Context: an optimization exercise on an open-source flow, tuned for small area and a short achievable clock period. The choices shown serve that exercise and are no tape-out recipe. Power figures rest on the tool's default switching activity, not on a simulated workload.

==> inputs of 12-20 <==
==> flow/design.v <==
module alu(clk,a,b,s,out,rst);
	input [31:0] a,b;
	input [2:0] s;
	input clk,rst;
	output reg [31:0] out;
	wire sub  = ~s[2] & ~s[1] & s[0];    
	wire yinv = ~s[1] & s[0];            
	wire yone = s[2] & ~s[1] & s[0];     
	wire [31:0] y = yone ? 32'hffffffff : (b ^ {32{yinv}});
	wire [31:0] g = a & y;
	wire [31:0] p = (a ^ (b & ~{32{yone}})) ^ {32{yinv}};
	wire G0c;
	wire g1_1;
	wire g1_3;
	wire p1_3;
	wire g1_5;
	wire p1_5;
	wire g1_7;
	wire p1_7;
	wire g1_9;
	wire p1_9;
	wire g1_11;
	wire p1_11;
	wire g1_13;
	wire p1_13;
	wire g1_15;
	wire p1_15;
	wire g1_17;
	wire p1_17;
	wire g1_19;
	wire p1_19;
	wire g1_21;
	wire p1_21;
	wire g1_23;
	wire p1_23;
	wire g1_25;
	wire p1_25;
	wire g1_27;
	wire p1_27;
	wire g1_29;
	wire p1_29;
	wire g1_31;
	wire p1_31;
	wire g2_3;
	wire g2_7;
	wire p2_7;
	wire g2_11;
	wire p2_11;
	wire g2_15;
	wire p2_15;
	wire g2_19;
	wire p2_19;
	wire g2_23;
	wire p2_23;
	wire g2_27;
	wire p2_27;
	wire g2_31;
	wire p2_31;
	wire g3_7;
	wire g3_15;
	wire p3_15;
	wire g3_23;
	wire p3_23;
	wire g3_31;
	wire p3_31;
	wire g4_15;
	wire g4_31;
	wire p4_31;
	wire g5_31;
	wire g6_23;
	wire g7_11;
	wire g7_19;
	wire g7_27;
	wire g8_5;
	wire g8_9;
	wire g8_13;
	wire g8_17;
	wire g8_21;
	wire g8_25;
	wire g8_29;
	wire g9_2;
	wire g9_4;
	wire g9_6;
	wire g9_8;
	wire g9_10;
	wire g9_12;
	wire g9_14;
	wire g9_16;
	wire g9_18;
	wire g9_20;
	wire g9_22;
	wire g9_24;
	wire g9_26;
	wire g9_28;
	wire g9_30;
	assign G0c = g[0] | (p[0] & sub);
	assign g1_1 = g[1] | (p[1] & G0c);
	assign g1_3 = g[3] | (p[3] & g[2]);
	assign p1_3 = p[3] & p[2];
	assign g1_5 = g[5] | (p[5] & g[4]);
	assign p1_5 = p[5] & p[4];
	assign g1_7 = g[7] | (p[7] & g[6]);
	assign p1_7 = p[7] & p[6];
	assign g1_9 = g[9] | (p[9] & g[8]);
	assign p1_9 = p[9] & p[8];
	assign g1_11 = g[11] | (p[11] & g[10]);
	assign p1_11 = p[11] & p[10];
	assign g1_13 = g[13] | (p[13] & g[12]);
	assign p1_13 = p[13] & p[12];
	assign g1_15 = g[15] | (p[15] & g[14]);
	assign p1_15 = p[15] & p[14];
	assign g1_17 = g[17] | (p[17] & g[16]);
	assign p1_17 = p[17] & p[16];
	assign g1_19 = g[19] | (p[19] & g[18]);
	assign p1_19 = p[19] & p[18];
	assign g1_21 = g[21] | (p[21] & g[20]);
	assign p1_21 = p[21] & p[20];
	assign g1_23 = g[23] | (p[23] & g[22]);
	assign p1_23 = p[23] & p[22];
	assign g1_25 = g[25] | (p[25] & g[24]);
	assign p1_25 = p[25] & p[24];
	assign g1_27 = g[27] | (p[27] & g[26]);
	assign p1_27 = p[27] & p[26];
	assign g1_29 = g[29] | (p[29] & g[28]);
	assign p1_29 = p[29] & p[28];
	assign g1_31 = g[31] | (p[31] & g[30]);
	assign p1_31 = p[31] & p[30];
	assign g2_3 = g1_3 | (p1_3 & g1_1);
	assign g2_7 = g1_7 | (p1_7 & g1_5);
	assign p2_7 = p1_7 & p1_5;
	assign g2_11 = g1_11 | (p1_11 & g1_9);
	assign p2_11 = p1_11 & p1_9;
	assign g2_15 = g1_15 | (p1_15 & g1_13);
	assign p2_15 = p1_15 & p1_13;
	assign g2_19 = g1_19 | (p1_19 & g1_17);
	assign p2_19 = p1_19 & p1_17;
	assign g2_23 = g1_23 | (p1_23 & g1_21);
	assign p2_23 = p1_23 & p1_21;
	assign g2_27 = g1_27 | (p1_27 & g1_25);
	assign p2_27 = p1_27 & p1_25;
	assign g2_31 = g1_31 | (p1_31 & g1_29);
	assign p2_31 = p1_31 & p1_29;
	assign g3_7 = g2_7 | (p2_7 & g2_3);
	assign g3_15 = g2_15 | (p2_15 & g2_11);
	assign p3_15 = p2_15 & p2_11;
	assign g3_23 = g2_23 | (p2_23 & g2_19);
	assign p3_23 = p2_23 & p2_19;
	assign g3_31 = g2_31 | (p2_31 & g2_27);
	assign p3_31 = p2_31 & p2_27;
	assign g4_15 = g3_15 | (p3_15 & g3_7);
	assign g4_31 = g3_31 | (p3_31 & g3_23);
	assign p4_31 = p3_31 & p3_23;
	assign g5_31 = g4_31 | (p4_31 & g4_15);
	assign g6_23 = g3_23 | (p3_23 & g4_15);
	assign g7_11 = g2_11 | (p2_11 & g3_7);
	assign g7_19 = g2_19 | (p2_19 & g4_15);
	assign g7_27 = g2_27 | (p2_27 & g6_23);
	assign g8_5 = g1_5 | (p1_5 & g2_3);
	assign g8_9 = g1_9 | (p1_9 & g3_7);
	assign g8_13 = g1_13 | (p1_13 & g7_11);
	assign g8_17 = g1_17 | (p1_17 & g4_15);
	assign g8_21 = g1_21 | (p1_21 & g7_19);
	assign g8_25 = g1_25 | (p1_25 & g6_23);
	assign g8_29 = g1_29 | (p1_29 & g7_27);
	assign g9_2 = g[2] | (p[2] & g1_1);
	assign g9_4 = g[4] | (p[4] & g2_3);
	assign g9_6 = g[6] | (p[6] & g8_5);
	assign g9_8 = g[8] | (p[8] & g3_7);
	assign g9_10 = g[10] | (p[10] & g8_9);
	assign g9_12 = g[12] | (p[12] & g7_11);
	assign g9_14 = g[14] | (p[14] & g8_13);
	assign g9_16 = g[16] | (p[16] & g4_15);
	assign g9_18 = g[18] | (p[18] & g8_17);
	assign g9_20 = g[20] | (p[20] & g7_19);
	assign g9_22 = g[22] | (p[22] & g8_21);
	assign g9_24 = g[24] | (p[24] & g6_23);
	assign g9_26 = g[26] | (p[26] & g8_25);
	assign g9_28 = g[28] | (p[28] & g7_27);
	assign g9_30 = g[30] | (p[30] & g8_29);
	wire [31:0] c;
	assign c[0] = sub;
	assign c[1] = G0c;
	assign c[2] = g1_1;
	assign c[3] = g9_2;
	assign c[4] = g2_3;
	assign c[5] = g9_4;
	assign c[6] = g8_5;
	assign c[7] = g9_6;
	assign c[8] = g3_7;
	assign c[9] = g9_8;
	assign c[10] = g8_9;
	assign c[11] = g9_10;
	assign c[12] = g7_11;
	assign c[13] = g9_12;
	assign c[14] = g8_13;
	assign c[15] = g9_14;
	assign c[16] = g4_15;
	assign c[17] = g9_16;
	assign c[18] = g8_17;
	assign c[19] = g9_18;
	assign c[20] = g7_19;
	assign c[21] = g9_20;
	assign c[22] = g8_21;
	assign c[23] = g9_22;
	assign c[24] = g6_23;
	assign c[25] = g9_24;
	assign c[26] = g8_25;
	assign c[27] = g9_26;
	assign c[28] = g7_27;
	assign c[29] = g9_28;
	assign c[30] = g8_29;
	assign c[31] = g9_30;
	wire sel_add;
	wire [31:0] sum = ({32{sel_add}} & p) ^ ({32{sel_add}} & c);
	wire left = s[0];
	wire [31:0] x;
	wire [31:0] t;
	genvar i;
	generate for (i = 0; i < 32; i = i + 1) begin : rv
		assign x[i] = left ? a[31-i] : a[i];
	end endgenerate
	assign t = x >> b[4:0];
	wire big = |b[31:5];
	wire run = ~rst;
	assign sel_add = run & ~s[2] & ~s[1];
	wire sel_g   = run & ~s[2] & s[1];              
	wire sel_p   = run & ((s[1] & s[0] & ~s[2]) | (s[2] & ~s[1]));   
	wire sel_shr = run & s[2] & s[1] & ~s[0] & ~big;
	wire sel_shl = run & s[2] & s[1] & s[0] & ~big;
	wire [31:0] r;
	generate for (i = 0; i < 32; i = i + 1) begin : om
		assign r[i] = sum[i] | (sel_g & g[i]) | (sel_p & p[i])
		            | (sel_shr & t[i]) | (sel_shl & t[31-i]);
	end endgenerate
	always @(posedge clk)
		out <= r;
endmodule
==> flow/run.sh <==
#!/bin/bash
# synth_recipe.tcl (not shown) runs the flow's synth.tcl, then flattens the netlist and writes it again
# the make line also repeats each setting of config.mk as NAME=value (left out here)
make -C /OpenROAD-flow-scripts/flow DESIGN_CONFIG=/design/flow/config.mk WORK_HOME=/design/flow/orfs CLKGATE_MAP_FILE= SYNTH_SCRIPT=/design/flow/synth_recipe.tcl finish
==> flow/config.mk <==
export PLATFORM = sky130hd
export DESIGN_NAME = alu
export DESIGN_NICKNAME = alu
export VERILOG_FILES = /design/flow/design.v
export SDC_FILE = /design/flow/constraint.sdc
export NUM_CORES = 4
export LEC_CHECK = 0
export ABC_AREA = 1
export CAP_MARGIN = 20
export CORE_MARGIN = 2
export CORE_UTILIZATION = 40
export SLEW_MARGIN = 20
==> flow/constraint.sdc <==
create_clock -name core_clock -period 5.2 [get_ports {clk}]
set_input_delay 1.0400 -clock core_clock [delete_from_list [all_inputs] [get_ports {clk}]]
set_output_delay 1.0400 -clock core_clock [all_outputs]
set_load 0.01 [all_outputs]
==> 02-10: changes against 12-20 <==
Settings changed: SETUP_SLACK_MARGIN from default to 2.5.
==> 10-24: changes against 12-20 <==
Settings changed: SETUP_SLACK_MARGIN from default to 1.5.
==> summary of the runs <==
12-20 ran to the end with no violations. 02-10 produced a clean layout. 10-24 completed with no timing, DRC or antenna violations.
The lowest maximum frequency belongs to 12-20, the highest to 02-10.
Sequential cell count is the same in 10-24 and 12-20.
Of 10-24 and 12-20, 12-20 has the higher worst hold slack (gap 0.25 ns).
Synthesized cell count is the same in 10-24 and 02-10.
First-iteration DRC count: 12-20 < 10-24 < 02-10.
The highest routed wire length belongs to 02-10, the lowest to 12-20.
In clock power, 12-20 and 10-24 hardly differ.
No run of this note included a check of the RTL's function; only the layout flow was run.

afterwards: timing with drivers on the ports:
The flow's constraints put no driver on any port. The routed layouts listed below were extracted and timed again, unchanged, in two steps. Step 1: set_driving_cell puts a clkbuf_16 on clk and a buf_2 on each other input, an assumption about the parent block. Step 2 moves the port delays by t, midway between the first and last clock arrival at a register: inputs arrive t later, outputs are due t later. That takes back most of the time a late clock gives input paths. a / b / c = ideal ports / drivers / drivers and shift; a / b = the first two.
| run | t (ns) | slack for setup (ns) | worst setup path at the end |
|---|---|---|---|
| 12-20 | 0.316 | 1.186 / 1.198 / 0.882 | input to register |
| 02-10 | 0.318 | 2.021 / 1.982 / 1.664 | input to register |
| 10-24 | 0.317 | 1.656 / 1.669 / 1.352 | input to register |
After both steps every run listed still meets setup and hold. The setup slack of 02-10, which loses most, moves by -0.039 ns with the drivers and by -0.357 ns with both steps.
